This is an optimization exercise on Yosys and OpenROAD, whose aim is small area and a short achievable clock period, not a production implementation. In this exercise RTL edits were held to simulation tests only and were not proved equivalent to the original. No activity file was given, so power comes from the tool's default toggle rates.

`config.mk`:
```
export PLATFORM = sky130hd
export DESIGN_NAME = adder100_reg
export DESIGN_NICKNAME = adder100_reg
export VERILOG_FILES = /design/flow/design.v
export SDC_FILE = /design/flow/constraint.sdc
export NUM_CORES = 4
export LEC_CHECK = 0
export CAP_MARGIN = 20
export CORE_MARGIN = 2
export CORE_UTILIZATION = 55
export CTS_CLUSTER_DIAMETER = 90
export CTS_CLUSTER_SIZE = 32
export SLEW_MARGIN = 20
export SYNTH_HIERARCHICAL = 1
```
`constraint.sdc`:
```
create_clock -name core_clock -period 40.0 [get_ports {clk}]
set_input_delay 8.0000 -clock core_clock [delete_from_list [all_inputs] [get_ports {clk}]]
set_output_delay 8.0000 -clock core_clock [all_outputs]
set_load 0.01 [all_outputs]
```
`design.v`:
```
`default_nettype none
module adder100_reg (
    input  wire        clk,
    input  wire [99:0] a,
    input  wire [99:0] b,
    input  wire        cin,
    output reg  [99:0] cout,
    output reg  [99:0] sum
);
    reg  [99:0] a_q;
    reg  [99:0] b_q;
    reg         cin_q;
    wire [99:0] cout_w;
    wire [99:0] sum_w;
    top_module u_add (
        .a(a_q), .b(b_q), .cin(cin_q),
        .cout(cout_w), .sum(sum_w)
    );
    always @(posedge clk) begin
        a_q   <= a;
        b_q   <= b;
        cin_q <= cin;
        cout  <= cout_w;
        sum   <= sum_w;
    end
endmodule
`default_nettype wire

`default_nettype none
module top_module(
    input [99:0] a, b,
    input cin,
    output [99:0] cout,
    output [99:0] sum );
    wire [99:0] c;           
    wire [11:0] bc;   
    assign bc[0] = cin;
    assign sum[0] = a[0] ^ b[0] ^ bc[0];
    assign c[0] = (a[0] & b[0]) | ((a[0] ^ b[0]) & bc[0]);
    assign sum[1] = a[1] ^ b[1] ^ c[0];
    assign c[1] = (a[1] & b[1]) | ((a[1] ^ b[1]) & c[0]);
    assign sum[2] = a[2] ^ b[2] ^ c[1];
    assign c[2] = (a[2] & b[2]) | ((a[2] ^ b[2]) & c[1]);
    assign sum[3] = a[3] ^ b[3] ^ c[2];
    assign c[3] = (a[3] & b[3]) | ((a[3] ^ b[3]) & c[2]);
    assign sum[4] = a[4] ^ b[4] ^ c[3];
    assign c[4] = (a[4] & b[4]) | ((a[4] ^ b[4]) & c[3]);
    assign sum[5] = a[5] ^ b[5] ^ c[4];
    assign c[5] = (a[5] & b[5]) | ((a[5] ^ b[5]) & c[4]);
    assign sum[6] = a[6] ^ b[6] ^ c[5];
    assign c[6] = (a[6] & b[6]) | ((a[6] ^ b[6]) & c[5]);
    assign sum[7] = a[7] ^ b[7] ^ c[6];
    assign c[7] = (a[7] & b[7]) | ((a[7] ^ b[7]) & c[6]);
    assign bc[1] = c[7];
    assign sum[8] = a[8] ^ b[8] ^ bc[1];
    assign c[8] = (a[8] & b[8]) | ((a[8] ^ b[8]) & bc[1]);
    assign sum[9] = a[9] ^ b[9] ^ c[8];
    assign c[9] = (a[9] & b[9]) | ((a[9] ^ b[9]) & c[8]);
    assign sum[10] = a[10] ^ b[10] ^ c[9];
    assign c[10] = (a[10] & b[10]) | ((a[10] ^ b[10]) & c[9]);
    assign sum[11] = a[11] ^ b[11] ^ c[10];
    assign c[11] = (a[11] & b[11]) | ((a[11] ^ b[11]) & c[10]);
    assign sum[12] = a[12] ^ b[12] ^ c[11];
    assign c[12] = (a[12] & b[12]) | ((a[12] ^ b[12]) & c[11]);
    assign sum[13] = a[13] ^ b[13] ^ c[12];
    assign c[13] = (a[13] & b[13]) | ((a[13] ^ b[13]) & c[12]);
    assign sum[14] = a[14] ^ b[14] ^ c[13];
    assign c[14] = (a[14] & b[14]) | ((a[14] ^ b[14]) & c[13]);
    assign sum[15] = a[15] ^ b[15] ^ c[14];
    assign c[15] = (a[15] & b[15]) | ((a[15] ^ b[15]) & c[14]);
    assign sum[16] = a[16] ^ b[16] ^ c[15];
    assign c[16] = (a[16] & b[16]) | ((a[16] ^ b[16]) & c[15]);
    assign sum[17] = a[17] ^ b[17] ^ c[16];
    assign c[17] = (a[17] & b[17]) | ((a[17] ^ b[17]) & c[16]);
    assign sum[18] = a[18] ^ b[18] ^ c[17];
    assign c[18] = (a[18] & b[18]) | ((a[18] ^ b[18]) & c[17]);
    wire hp19;
    xor_gate u_hp19 (.x(a[19]), .y(b[19]), .z(hp19));
    xor_gate u_s19 (.x(hp19), .y(c[18]), .z(sum[19]));
    wire g1, p1, nbc2;
    block_gp12 u_gp1 (.a(a[19:8]), .b(b[19:8]), .g(g1), .p(p1));
    skip_aoi u_skip1 (.g(g1), .p(p1), .ci(bc[1]), .co_n(nbc2));
    assign bc[2] = ~nbc2;
    assign c[19] = bc[2];
    assign sum[20] = a[20] ^ b[20] ^ bc[2];
    assign c[20] = (a[20] & b[20]) | ((a[20] ^ b[20]) & bc[2]);
    assign sum[21] = a[21] ^ b[21] ^ c[20];
    assign c[21] = (a[21] & b[21]) | ((a[21] ^ b[21]) & c[20]);
    assign sum[22] = a[22] ^ b[22] ^ c[21];
    assign c[22] = (a[22] & b[22]) | ((a[22] ^ b[22]) & c[21]);
    assign sum[23] = a[23] ^ b[23] ^ c[22];
    assign c[23] = (a[23] & b[23]) | ((a[23] ^ b[23]) & c[22]);
    assign sum[24] = a[24] ^ b[24] ^ c[23];
    assign c[24] = (a[24] & b[24]) | ((a[24] ^ b[24]) & c[23]);
    assign sum[25] = a[25] ^ b[25] ^ c[24];
    assign c[25] = (a[25] & b[25]) | ((a[25] ^ b[25]) & c[24]);
    assign sum[26] = a[26] ^ b[26] ^ c[25];
    assign c[26] = (a[26] & b[26]) | ((a[26] ^ b[26]) & c[25]);
    assign sum[27] = a[27] ^ b[27] ^ c[26];
    assign c[27] = (a[27] & b[27]) | ((a[27] ^ b[27]) & c[26]);
    assign sum[28] = a[28] ^ b[28] ^ c[27];
    assign c[28] = (a[28] & b[28]) | ((a[28] ^ b[28]) & c[27]);
    assign sum[29] = a[29] ^ b[29] ^ c[28];
    assign c[29] = (a[29] & b[29]) | ((a[29] ^ b[29]) & c[28]);
    wire hp30;
    xor_gate u_hp30 (.x(a[30]), .y(b[30]), .z(hp30));
    xor_gate u_s30 (.x(hp30), .y(c[29]), .z(sum[30]));
    wire g_n2, p_n2;
    block_gp11_n u_gp2 (.a(a[30:20]), .b(b[30:20]), .g_n(g_n2), .p_n(p_n2));
    skip_oai u_skip2 (.g_n(g_n2), .p_n(p_n2), .ci_n(nbc2), .co(bc[3]));
    assign c[30] = bc[3];
    assign sum[31] = a[31] ^ b[31] ^ bc[3];
    assign c[31] = (a[31] & b[31]) | ((a[31] ^ b[31]) & bc[3]);
    assign sum[32] = a[32] ^ b[32] ^ c[31];
    assign c[32] = (a[32] & b[32]) | ((a[32] ^ b[32]) & c[31]);
    assign sum[33] = a[33] ^ b[33] ^ c[32];
    assign c[33] = (a[33] & b[33]) | ((a[33] ^ b[33]) & c[32]);
    assign sum[34] = a[34] ^ b[34] ^ c[33];
    assign c[34] = (a[34] & b[34]) | ((a[34] ^ b[34]) & c[33]);
    assign sum[35] = a[35] ^ b[35] ^ c[34];
    assign c[35] = (a[35] & b[35]) | ((a[35] ^ b[35]) & c[34]);
    assign sum[36] = a[36] ^ b[36] ^ c[35];
    assign c[36] = (a[36] & b[36]) | ((a[36] ^ b[36]) & c[35]);
    assign sum[37] = a[37] ^ b[37] ^ c[36];
    assign c[37] = (a[37] & b[37]) | ((a[37] ^ b[37]) & c[36]);
    assign sum[38] = a[38] ^ b[38] ^ c[37];
    assign c[38] = (a[38] & b[38]) | ((a[38] ^ b[38]) & c[37]);
    assign sum[39] = a[39] ^ b[39] ^ c[38];
    assign c[39] = (a[39] & b[39]) | ((a[39] ^ b[39]) & c[38]);
    assign sum[40] = a[40] ^ b[40] ^ c[39];
    assign c[40] = (a[40] & b[40]) | ((a[40] ^ b[40]) & c[39]);
    wire hp41;
    xor_gate u_hp41 (.x(a[41]), .y(b[41]), .z(hp41));
    xor_gate u_s41 (.x(hp41), .y(c[40]), .z(sum[41]));
    wire g3, p3, nbc4;
    block_gp11 u_gp3 (.a(a[41:31]), .b(b[41:31]), .g(g3), .p(p3));
    skip_aoi u_skip3 (.g(g3), .p(p3), .ci(bc[3]), .co_n(nbc4));
    assign bc[4] = ~nbc4;
    assign c[41] = bc[4];
    assign sum[42] = a[42] ^ b[42] ^ bc[4];
    assign c[42] = (a[42] & b[42]) | ((a[42] ^ b[42]) & bc[4]);
    assign sum[43] = a[43] ^ b[43] ^ c[42];
    assign c[43] = (a[43] & b[43]) | ((a[43] ^ b[43]) & c[42]);
    assign sum[44] = a[44] ^ b[44] ^ c[43];
    assign c[44] = (a[44] & b[44]) | ((a[44] ^ b[44]) & c[43]);
    assign sum[45] = a[45] ^ b[45] ^ c[44];
    assign c[45] = (a[45] & b[45]) | ((a[45] ^ b[45]) & c[44]);
    assign sum[46] = a[46] ^ b[46] ^ c[45];
    assign c[46] = (a[46] & b[46]) | ((a[46] ^ b[46]) & c[45]);
    assign sum[47] = a[47] ^ b[47] ^ c[46];
    assign c[47] = (a[47] & b[47]) | ((a[47] ^ b[47]) & c[46]);
    assign sum[48] = a[48] ^ b[48] ^ c[47];
    assign c[48] = (a[48] & b[48]) | ((a[48] ^ b[48]) & c[47]);
    assign sum[49] = a[49] ^ b[49] ^ c[48];
    assign c[49] = (a[49] & b[49]) | ((a[49] ^ b[49]) & c[48]);
    assign sum[50] = a[50] ^ b[50] ^ c[49];
    assign c[50] = (a[50] & b[50]) | ((a[50] ^ b[50]) & c[49]);
    wire hp51;
    xor_gate u_hp51 (.x(a[51]), .y(b[51]), .z(hp51));
    xor_gate u_s51 (.x(hp51), .y(c[50]), .z(sum[51]));
    wire g_n4, p_n4;
    block_gp10_n u_gp4 (.a(a[51:42]), .b(b[51:42]), .g_n(g_n4), .p_n(p_n4));
    skip_oai u_skip4 (.g_n(g_n4), .p_n(p_n4), .ci_n(nbc4), .co(bc[5]));
    assign c[51] = bc[5];
    assign sum[52] = a[52] ^ b[52] ^ bc[5];
    assign c[52] = (a[52] & b[52]) | ((a[52] ^ b[52]) & bc[5]);
    assign sum[53] = a[53] ^ b[53] ^ c[52];
    assign c[53] = (a[53] & b[53]) | ((a[53] ^ b[53]) & c[52]);
    assign sum[54] = a[54] ^ b[54] ^ c[53];
    assign c[54] = (a[54] & b[54]) | ((a[54] ^ b[54]) & c[53]);
    assign sum[55] = a[55] ^ b[55] ^ c[54];
    assign c[55] = (a[55] & b[55]) | ((a[55] ^ b[55]) & c[54]);
    assign sum[56] = a[56] ^ b[56] ^ c[55];
    assign c[56] = (a[56] & b[56]) | ((a[56] ^ b[56]) & c[55]);
    assign sum[57] = a[57] ^ b[57] ^ c[56];
    assign c[57] = (a[57] & b[57]) | ((a[57] ^ b[57]) & c[56]);
    assign sum[58] = a[58] ^ b[58] ^ c[57];
    assign c[58] = (a[58] & b[58]) | ((a[58] ^ b[58]) & c[57]);
    assign sum[59] = a[59] ^ b[59] ^ c[58];
    assign c[59] = (a[59] & b[59]) | ((a[59] ^ b[59]) & c[58]);
    assign sum[60] = a[60] ^ b[60] ^ c[59];
    assign c[60] = (a[60] & b[60]) | ((a[60] ^ b[60]) & c[59]);
    wire hp61;
    xor_gate u_hp61 (.x(a[61]), .y(b[61]), .z(hp61));
    xor_gate u_s61 (.x(hp61), .y(c[60]), .z(sum[61]));
    wire g5, p5, nbc6;
    block_gp10 u_gp5 (.a(a[61:52]), .b(b[61:52]), .g(g5), .p(p5));
    skip_aoi u_skip5 (.g(g5), .p(p5), .ci(bc[5]), .co_n(nbc6));
    assign bc[6] = ~nbc6;
    assign c[61] = bc[6];
    assign sum[62] = a[62] ^ b[62] ^ bc[6];
    assign c[62] = (a[62] & b[62]) | ((a[62] ^ b[62]) & bc[6]);
    assign sum[63] = a[63] ^ b[63] ^ c[62];
    assign c[63] = (a[63] & b[63]) | ((a[63] ^ b[63]) & c[62]);
    assign sum[64] = a[64] ^ b[64] ^ c[63];
    assign c[64] = (a[64] & b[64]) | ((a[64] ^ b[64]) & c[63]);
    assign sum[65] = a[65] ^ b[65] ^ c[64];
    assign c[65] = (a[65] & b[65]) | ((a[65] ^ b[65]) & c[64]);
    assign sum[66] = a[66] ^ b[66] ^ c[65];
    assign c[66] = (a[66] & b[66]) | ((a[66] ^ b[66]) & c[65]);
    assign sum[67] = a[67] ^ b[67] ^ c[66];
    assign c[67] = (a[67] & b[67]) | ((a[67] ^ b[67]) & c[66]);
    assign sum[68] = a[68] ^ b[68] ^ c[67];
    assign c[68] = (a[68] & b[68]) | ((a[68] ^ b[68]) & c[67]);
    assign sum[69] = a[69] ^ b[69] ^ c[68];
    assign c[69] = (a[69] & b[69]) | ((a[69] ^ b[69]) & c[68]);
    wire hp70;
    xor_gate u_hp70 (.x(a[70]), .y(b[70]), .z(hp70));
    xor_gate u_s70 (.x(hp70), .y(c[69]), .z(sum[70]));
    wire g_n6, p_n6;
    block_gp9_n u_gp6 (.a(a[70:62]), .b(b[70:62]), .g_n(g_n6), .p_n(p_n6));
    skip_oai u_skip6 (.g_n(g_n6), .p_n(p_n6), .ci_n(nbc6), .co(bc[7]));
    assign c[70] = bc[7];
    assign sum[71] = a[71] ^ b[71] ^ bc[7];
    assign c[71] = (a[71] & b[71]) | ((a[71] ^ b[71]) & bc[7]);
    assign sum[72] = a[72] ^ b[72] ^ c[71];
    assign c[72] = (a[72] & b[72]) | ((a[72] ^ b[72]) & c[71]);
    assign sum[73] = a[73] ^ b[73] ^ c[72];
    assign c[73] = (a[73] & b[73]) | ((a[73] ^ b[73]) & c[72]);
    assign sum[74] = a[74] ^ b[74] ^ c[73];
    assign c[74] = (a[74] & b[74]) | ((a[74] ^ b[74]) & c[73]);
    assign sum[75] = a[75] ^ b[75] ^ c[74];
    assign c[75] = (a[75] & b[75]) | ((a[75] ^ b[75]) & c[74]);
    assign sum[76] = a[76] ^ b[76] ^ c[75];
    assign c[76] = (a[76] & b[76]) | ((a[76] ^ b[76]) & c[75]);
    assign sum[77] = a[77] ^ b[77] ^ c[76];
    assign c[77] = (a[77] & b[77]) | ((a[77] ^ b[77]) & c[76]);
    assign sum[78] = a[78] ^ b[78] ^ c[77];
    assign c[78] = (a[78] & b[78]) | ((a[78] ^ b[78]) & c[77]);
    wire hp79;
    xor_gate u_hp79 (.x(a[79]), .y(b[79]), .z(hp79));
    xor_gate u_s79 (.x(hp79), .y(c[78]), .z(sum[79]));
    wire g7, p7, nbc8;
    block_gp9 u_gp7 (.a(a[79:71]), .b(b[79:71]), .g(g7), .p(p7));
    skip_aoi u_skip7 (.g(g7), .p(p7), .ci(bc[7]), .co_n(nbc8));
    assign bc[8] = ~nbc8;
    assign c[79] = bc[8];
    assign sum[80] = a[80] ^ b[80] ^ bc[8];
    assign c[80] = (a[80] & b[80]) | ((a[80] ^ b[80]) & bc[8]);
    assign sum[81] = a[81] ^ b[81] ^ c[80];
    assign c[81] = (a[81] & b[81]) | ((a[81] ^ b[81]) & c[80]);
    assign sum[82] = a[82] ^ b[82] ^ c[81];
    assign c[82] = (a[82] & b[82]) | ((a[82] ^ b[82]) & c[81]);
    assign sum[83] = a[83] ^ b[83] ^ c[82];
    assign c[83] = (a[83] & b[83]) | ((a[83] ^ b[83]) & c[82]);
    assign sum[84] = a[84] ^ b[84] ^ c[83];
    assign c[84] = (a[84] & b[84]) | ((a[84] ^ b[84]) & c[83]);
    assign sum[85] = a[85] ^ b[85] ^ c[84];
    assign c[85] = (a[85] & b[85]) | ((a[85] ^ b[85]) & c[84]);
    assign sum[86] = a[86] ^ b[86] ^ c[85];
    assign c[86] = (a[86] & b[86]) | ((a[86] ^ b[86]) & c[85]);
    assign sum[87] = a[87] ^ b[87] ^ c[86];
    assign c[87] = (a[87] & b[87]) | ((a[87] ^ b[87]) & c[86]);
    wire hp88;
    xor_gate u_hp88 (.x(a[88]), .y(b[88]), .z(hp88));
    xor_gate u_s88 (.x(hp88), .y(c[87]), .z(sum[88]));
    wire g_n8, p_n8;
    block_gp9_n u_gp8 (.a(a[88:80]), .b(b[88:80]), .g_n(g_n8), .p_n(p_n8));
    skip_oai u_skip8 (.g_n(g_n8), .p_n(p_n8), .ci_n(nbc8), .co(bc[9]));
    assign c[88] = bc[9];
    assign sum[89] = a[89] ^ b[89] ^ bc[9];
    assign c[89] = (a[89] & b[89]) | ((a[89] ^ b[89]) & bc[9]);
    assign sum[90] = a[90] ^ b[90] ^ c[89];
    assign c[90] = (a[90] & b[90]) | ((a[90] ^ b[90]) & c[89]);
    wire hp91;
    xor_gate u_hp91 (.x(a[91]), .y(b[91]), .z(hp91));
    xor_gate u_s91 (.x(hp91), .y(c[90]), .z(sum[91]));
    wire g9, p9, nbc10;
    block_gp3 u_gp9 (.a(a[91:89]), .b(b[91:89]), .g(g9), .p(p9));
    skip_aoi u_skip9 (.g(g9), .p(p9), .ci(bc[9]), .co_n(nbc10));
    assign bc[10] = ~nbc10;
    assign c[91] = bc[10];
    assign sum[92] = a[92] ^ b[92] ^ bc[10];
    assign c[92] = (a[92] & b[92]) | ((a[92] ^ b[92]) & bc[10]);
    assign sum[93] = a[93] ^ b[93] ^ c[92];
    assign c[93] = (a[93] & b[93]) | ((a[93] ^ b[93]) & c[92]);
    assign sum[94] = a[94] ^ b[94] ^ c[93];
    assign c[94] = (a[94] & b[94]) | ((a[94] ^ b[94]) & c[93]);
    assign sum[95] = a[95] ^ b[95] ^ c[94];
    assign c[95] = (a[95] & b[95]) | ((a[95] ^ b[95]) & c[94]);
    assign sum[96] = a[96] ^ b[96] ^ c[95];
    assign c[96] = (a[96] & b[96]) | ((a[96] ^ b[96]) & c[95]);
    assign sum[97] = a[97] ^ b[97] ^ c[96];
    assign c[97] = (a[97] & b[97]) | ((a[97] ^ b[97]) & c[96]);
    assign sum[98] = a[98] ^ b[98] ^ c[97];
    assign c[98] = (a[98] & b[98]) | ((a[98] ^ b[98]) & c[97]);
    assign sum[99] = a[99] ^ b[99] ^ c[98];
    assign c[99] = (a[99] & b[99]) | ((a[99] ^ b[99]) & c[98]);
    assign cout = c;
endmodule
module skip_aoi(input g, p, ci, output co_n);
    assign co_n = ~(g | (p & ci));
endmodule
module xor_gate(input x, y, output z);
    assign z = x ^ y;
endmodule
module skip_oai(input g_n, p_n, ci_n, output co);
    assign co = ~(g_n & (p_n | ci_n));
endmodule
module block_gp3(input [2:0] a, b, output g, p);
    wire [2:0] gg;   
    assign gg[0] = a[0] & b[0];
    genvar i;
    generate for (i = 1; i < 3; i = i + 1) begin : chain
        assign gg[i] = (a[i] & b[i]) | ((a[i] | b[i]) & gg[i-1]);
    end endgenerate
    assign g = gg[2];
    assign p = &(a | b);
endmodule
module block_gp9(input [8:0] a, b, output g, p);
    wire [8:0] gg;   
    assign gg[0] = a[0] & b[0];
    genvar i;
    generate for (i = 1; i < 9; i = i + 1) begin : chain
        assign gg[i] = (a[i] & b[i]) | ((a[i] | b[i]) & gg[i-1]);
    end endgenerate
    assign g = gg[8];
    assign p = &(a | b);
endmodule
module block_gp10(input [9:0] a, b, output g, p);
    wire [9:0] gg;   
    assign gg[0] = a[0] & b[0];
    genvar i;
    generate for (i = 1; i < 10; i = i + 1) begin : chain
        assign gg[i] = (a[i] & b[i]) | ((a[i] | b[i]) & gg[i-1]);
    end endgenerate
    assign g = gg[9];
    assign p = &(a | b);
endmodule
module block_gp11(input [10:0] a, b, output g, p);
    wire [10:0] gg;   
    assign gg[0] = a[0] & b[0];
    genvar i;
    generate for (i = 1; i < 11; i = i + 1) begin : chain
        assign gg[i] = (a[i] & b[i]) | ((a[i] | b[i]) & gg[i-1]);
    end endgenerate
    assign g = gg[10];
    assign p = &(a | b);
endmodule
module block_gp12(input [11:0] a, b, output g, p);
    wire [11:0] gg;   
    assign gg[0] = a[0] & b[0];
    genvar i;
    generate for (i = 1; i < 12; i = i + 1) begin : chain
        assign gg[i] = (a[i] & b[i]) | ((a[i] | b[i]) & gg[i-1]);
    end endgenerate
    assign g = gg[11];
    assign p = &(a | b);
endmodule
module block_gp9_n(input [8:0] a, b, output g_n, p_n);
    wire [8:0] gg;   
    assign gg[0] = a[0] & b[0];
    genvar i;
    generate for (i = 1; i < 9; i = i + 1) begin : chain
        assign gg[i] = (a[i] & b[i]) | ((a[i] | b[i]) & gg[i-1]);
    end endgenerate
    assign g_n = ~gg[8];
    assign p_n = ~&(a | b);
endmodule
module block_gp10_n(input [9:0] a, b, output g_n, p_n);
    wire [9:0] gg;   
    assign gg[0] = a[0] & b[0];
    genvar i;
    generate for (i = 1; i < 10; i = i + 1) begin : chain
        assign gg[i] = (a[i] & b[i]) | ((a[i] | b[i]) & gg[i-1]);
    end endgenerate
    assign g_n = ~gg[9];
    assign p_n = ~&(a | b);
endmodule
module block_gp11_n(input [10:0] a, b, output g_n, p_n);
    wire [10:0] gg;   
    assign gg[0] = a[0] & b[0];
    genvar i;
    generate for (i = 1; i < 11; i = i + 1) begin : chain
        assign gg[i] = (a[i] & b[i]) | ((a[i] | b[i]) & gg[i-1]);
    end endgenerate
    assign g_n = ~gg[10];
    assign p_n = ~&(a | b);
endmodule
```
`flow/run.sh`:
```
#!/bin/bash
# The standard layout (standard.sh) with these changes:
#  - Yosys's synth runs with -noabc, so the generic gates reach extract_fa as the RTL wrote
#    them and every full adder is found in its plain polarity (no inverters around it);
#  - half-adder cells are kept out of synthesis (the platform's don't-use list plus ha_*),
#    so extract_fa maps only full adders and abc maps the rest;
#  - synthesis runs flow/synth_area_gp.tcl, which is synth_recipe.tcl with the block
#    generate/propagate modules mapped by abc for area (they are off the critical path);
#  - port buffers are buf_1 cells (the smallest buffer) instead of the default pick.
# Each tool's output is in orfs/logs/; make's own output goes to run_standard.log.
set -euo pipefail
DONT_USE="sky130_fd_sc_hd__probe_p_8 sky130_fd_sc_hd__probec_p_8 sky130_fd_sc_hd__lpflow_bleeder_1 sky130_fd_sc_hd__lpflow_clkbufkapwr_1 sky130_fd_sc_hd__lpflow_clkbufkapwr_16 sky130_fd_sc_hd__lpflow_clkbufkapwr_2 sky130_fd_sc_hd__lpflow_clkbufkapwr_4 sky130_fd_sc_hd__lpflow_clkbufkapwr_8 sky130_fd_sc_hd__lpflow_clkinvkapwr_1 sky130_fd_sc_hd__lpflow_clkinvkapwr_16 sky130_fd_sc_hd__lpflow_clkinvkapwr_2 sky130_fd_sc_hd__lpflow_clkinvkapwr_4 sky130_fd_sc_hd__lpflow_clkinvkapwr_8 sky130_fd_sc_hd__lpflow_decapkapwr_12 sky130_fd_sc_hd__lpflow_decapkapwr_3 sky130_fd_sc_hd__lpflow_decapkapwr_4 sky130_fd_sc_hd__lpflow_decapkapwr_6 sky130_fd_sc_hd__lpflow_decapkapwr_8 sky130_fd_sc_hd__lpflow_inputiso0n_1 sky130_fd_sc_hd__lpflow_inputiso0p_1 sky130_fd_sc_hd__lpflow_inputiso1n_1 sky130_fd_sc_hd__lpflow_inputiso1p_1 sky130_fd_sc_hd__lpflow_inputisolatch_1 sky130_fd_sc_hd__lpflow_isobufsrc_1 sky130_fd_sc_hd__lpflow_isobufsrc_16 sky130_fd_sc_hd__lpflow_isobufsrc_2 sky130_fd_sc_hd__lpflow_isobufsrc_4 sky130_fd_sc_hd__lpflow_isobufsrc_8 sky130_fd_sc_hd__lpflow_isobufsrckapwr_16 sky130_fd_sc_hd__lpflow_lsbuf_lh_hl_isowell_tap_1 sky130_fd_sc_hd__lpflow_lsbuf_lh_hl_isowell_tap_2 sky130_fd_sc_hd__lpflow_lsbuf_lh_hl_isowell_tap_4 sky130_fd_sc_hd__lpflow_lsbuf_lh_isowell_4 sky130_fd_sc_hd__lpflow_lsbuf_lh_isowell_tap_1 sky130_fd_sc_hd__lpflow_lsbuf_lh_isowell_tap_2 sky130_fd_sc_hd__lpflow_lsbuf_lh_isowell_tap_4 sky130_fd_sc_hd__ha_1 sky130_fd_sc_hd__ha_2 sky130_fd_sc_hd__ha_4"
export FLOW_SYNTH_TCL="$PWD/synth_recipe.tcl"
bash standard.sh SYNTH_SCRIPT="$PWD/flow/synth_area_gp.tcl" SYNTH_ARGS=-noabc DONT_USE_CELLS="$DONT_USE" BUFFER_PORTS_ARGS="-buffer_cell sky130_fd_sc_hd__buf_1" finish > run_standard.log 2>&1
```
`flow/synth_area_gp.tcl`:
```
# The standard flow's synthesis (synth_recipe.tcl) with one change: the modules that compute each
# block's generate/propagate (block_gp*) are mapped by abc for area, since they are off
# the critical path; the rest of the design goes through the standard abc call.
proc abc { args } {
  set i [lsearch -exact $args -script]
  set area_args [lreplace $args $i [expr { $i + 1 }] -script {+strash;&get,-n;&dch;&nf,-a;&put}]
  yosys abc {*}$area_args block_gp*
  yosys abc {*}$args
}
source $::env(FLOW_SYNTH_TCL)
```
`standard.sh`:
```
#!/bin/bash
# synth_recipe.tcl (not shown) runs the flow's synth.tcl, then flattens the netlist and writes it again
# the make line also repeats each setting of config.mk as NAME=value (left out here)
make -C /OpenROAD-flow-scripts/flow DESIGN_CONFIG=/design/flow/config.mk WORK_HOME=/design/flow/orfs CLKGATE_MAP_FILE= SYNTH_SCRIPT=/design/flow/synth_recipe.tcl "${@:-finish}"
```
==> reports/qor.csv <==
stage,metric,value,unit
status,status,no timing/DRC/antenna violations,
placed_design,hpwlAfterDp,20000,um
finish,drive_gt1_frac,0.0212,
logic_synthesis,synthAdderAreaFrac,0.165,
logic_synthesis,ys_ff_latch,401,
critical_path,path_class,flip-flop to output port,
min_path,hold_path.class,flip-flop to flip-flop,
logic_synthesis,synth_xor_area_frac,0.0143,
die,die_x,146,um
global_route,grtUsageTotal,0.227,
power_and_ir_drop,peakVddDrop,0.0436,mV
logic_synthesis,async_flop_share,0,
die,die_h,146,um
drt,finalWirelength,24300,um
critical_path,worstPathCellList,buf_1,
sta,fin_crit_sh,0.227,
drt,num_vias,6445,
critical_path,crit_fanout,1,
drt,drt_iter0_drc,274,
placed_design,gp_congestion,0.819,
sta,grt_setup_unrepaired,false,
sta,hold_viol_final,0,
finish,diodes,0,
clock_network,post-cts-setup-buffers,0,
logic_synthesis,synthCells,667,
sta,relSlewSlack,0.658,
logic_synthesis,yosysWarningCount,7,
critical_path,critical-path-max-stage-delay,0.34,ns
logic_synthesis,synthMuxAreaShare,0,
clock_network,numCtsBuffers,16,
die,start_util,0.563,
logic_synthesis,synth_cell_types,30,
global_route,grt_pass1_vias,6658,
clock_network,clk_pin_slew,0.11,ns
logic_synthesis,synth_top_family_by_area,adder cells,
logic_synthesis,ys_seq_area_frac,0.728,
logic_synthesis,synth_area_per_cell,16.5,um^2
clock_network,cts_hold_buf,0,
critical_path,setup.worst_path.start_class,flip-flop,
drt,first_pass_iters,4,
run,maxCapViolations,0,
critical_path,critical_path.slowest_cell,dfxtp_1,
clock_network,cts.path.max_buffers,3,
critical_path,path_buf_inv,1,
critical_path,endpoint_kind,output port,
sta,finalSetupTns,0,ns
logic_synthesis,synth_nets,960,
global_route,gr-total-overflow,0,
sta,clock.fmax,110,MHz
critical_path,crit_family,flip-flops,
critical_path,critical_path_required,32.00,ns
sta,fin_worst_skew,0.0239,ns
sta,maxSlewViolCount,0,
clock_network,cts_sinks,401,
power_and_ir_drop,power_density,55.8,mW/mm^2
drt,vias_per_cell,4.77,
die,die_area,0.0212,mm^2
clock_network,tritoncts,built,
die,io_pins,402,
die,num_rows,51,
global_route,grt_max_degree,33,
sta,setup-violations-final,0,
logic_synthesis,synth_edf_count,0,
drt,drcViolationCount,0,
critical_path,cp.arrival,1.07,ns
clock_network,clock_latency,0.51,ns
clock_network,cts_resized,0,
logic_synthesis,ys.flop_type,dfxtp_1,
power_and_ir_drop,cellLeakagePower,0.00513,uW
finish,layout.nets,1379,
finish,fillCellCount,1504,
drt,ant_nets,0,
sta,final.min_clock_period,9.07,ns
sta,whs,0.518,ns
logic_synthesis,synth-compound-area-share,0.0764,
die,core_area,0.0196,mm^2
global_route,grt_pass1_wl,36800,um
drt,wire_per_inst,18.0,um
global_route,antenna_found_initial,0,
sta,worst_pin_slew,0.505,ns
placed_design,port_buffers,401,
logic_synthesis,synthSimpleGateAreaFrac,0.0140,
clock_network,cts_max_level,1,
finish,area_growth,20.7,%
logic_synthesis,syn_area,0.0110,mm^2
clock_network,root_buffer,clkbuf_16,
-- synthesized netlist by cell type, types with 2 or more instances --
cell type    n  share of area
o211ai_1     3         0.0020
o22a_1       9         0.0071
inv_1        5         0.0017
nor2_1      10         0.0034
a221oi_1     4         0.0032
a22o_1       5         0.0040
o22ai_1     29          0.016
or3b_1       2         0.0016
nor3_1       6         0.0027
nand2_1      4         0.0014
a222oi_1     2         0.0018
fa_1        91           0.17
o21ai_0     20         0.0091
o221ai_1     3         0.0024
o21ai_1      4         0.0018
dfxtp_1    401           0.73
xor2_1      18          0.014
a22oi_1     29          0.020
a21oi_1      7         0.0032
a21oi_2      5         0.0040
-- worst paths after layout --
path | start | end | slack [ns] | depth (start not counted)
max | sum[36] | sum[36] | 30.93 | 1
min | cin_q | sum[0] | 0.52 | 1
max reg2reg | a_q[0] | sum[99] | 31.17 | 26
min reg2reg | cin_q | sum[0] | 0.52 | 1
-- through the flow --
step | power, uW | std cells | setup WS (ns) | utilization | cell area [um^2]
3_3_place_gp | 561 | 1333 | 31.38 | 0.657 | 12900
3_5_place_dp | 563 | 1333 | 31.10 | 0.657 | 12900
2_1_floorplan | 513 | 667 | 31.67 | - | 11000
4_1_cts | 751 | 1351 | 30.89 | 0.679 | 13300
5_1_grt | 777 | 1351 | 30.69 | 0.679 | 13300
6_report | 743 | 1351 | 30.93 | 0.679 | 13300
-- report_power, final --
group / internal (uW) / switching [uW]
logic: 34.9 / 54.3
registers: 443 / 19.8
clock network: 78.1 / 112
-- layout make-up --
| cell class | instances | area, um^2 | area share |
|---|---|---|---|
| inverters | 6 | 22.5 | 0.00169 |
| repair buffers | 401 | 1510 | 0.113 |
| flip-flops and latches | 401 | 8030 | 0.603 |
| well taps | 265 | 332 | 0.0249 |
| clock inverters | 1 | 16.3 | 0.00122 |
| clock buffers | 17 | 425 | 0.0320 |
| multi-input cells | 260 | 2980 | 0.224 |
-- cells in the final DEF, fill, tap and decap left out, types with 2 or more instances in the layout --
cell,n
dfxtp_1,401
buf_1,401
fa_1,91
o22ai_1,29
a22oi_1,29
o21ai_0,20
xor2_1,18
clkbuf_16,17
nor2_1,10
o22a_1,9
a21oi_1,7
nor3_1,6
inv_1,5
a22o_1,5
a21oi_2,5
nand2_1,4
a221oi_1,4
o21ai_1,4
o211ai_1,3
o221ai_1,3
a222oi_1,2
or3b_1,2
-- routing by layer --
layer / vias up / wire [um] / global-route usage
li1: 3090 / - / -
met1: 3054 / 9290 / 0.261
met2: 261 / 12400 / 0.410
met3: 40 / 1910 / 0.0639
met4: 0 / 724 / 0.0730
met5: - / 0 / 0
-- sequential cells by signal, indices dropped and copies added (netlist names) --
register / flops
b_q: 100
sum: 100
cout: 100
cin_q: 1
a_q: 100
-- cell families after synthesis --
| group | count (synthesis) |
|---|---|
| AO/OA/AOI/OAI | 122 |
| XOR/XNOR | 18 |
| flip-flops | 401 |
| adder cells (fa/ha/maj) | 91 |
| AND/OR/NAND/NOR | 29 |
| buffers and inverters | 6 |
-- per-module statistics from Yosys (local to each module, per instance) --
module	flip-flops and latches	area, um^2
adder100_reg	401	8030
top_module	0	1840
block_gp11_n	0	135
block_gp12	0	130
block_gp11	0	120
block_gp10_n	0	113
block_gp10	0	110
block_gp9_n	0	101
block_gp9	0	95.1
block_gp3	0	30.0
skip_aoi	0	8.76
xor_gate	0	8.76
skip_oai	0	5.00

re-timing with driven ports:
No port has a modelled driver above. Below, the same layout with a new extraction and two added sets of constraints.
Step 1, drivers: a clkbuf_16 drives clk and a buf_2 each remaining input, both assumed.
Step 2 also shifts input and output timing later by t, the mid clock arrival at the registers, as if the neighbouring blocks saw the same clock.
Three values: ideal ports, drivers, drivers and shift; two values: the first two.
t (ns): 0.544
slack for setup (ns): 30.926 / 30.882 / 31.171
worst setup path at the end: register to register
slew at the worst register clock pin (ns): 0.11 / 0.11
worst slew at a driven data input, ns: 0.09
After both steps setup and hold are still met in this run. The setup slack of this run moves by -0.044 ns with the drivers and by +0.245 ns with both steps.
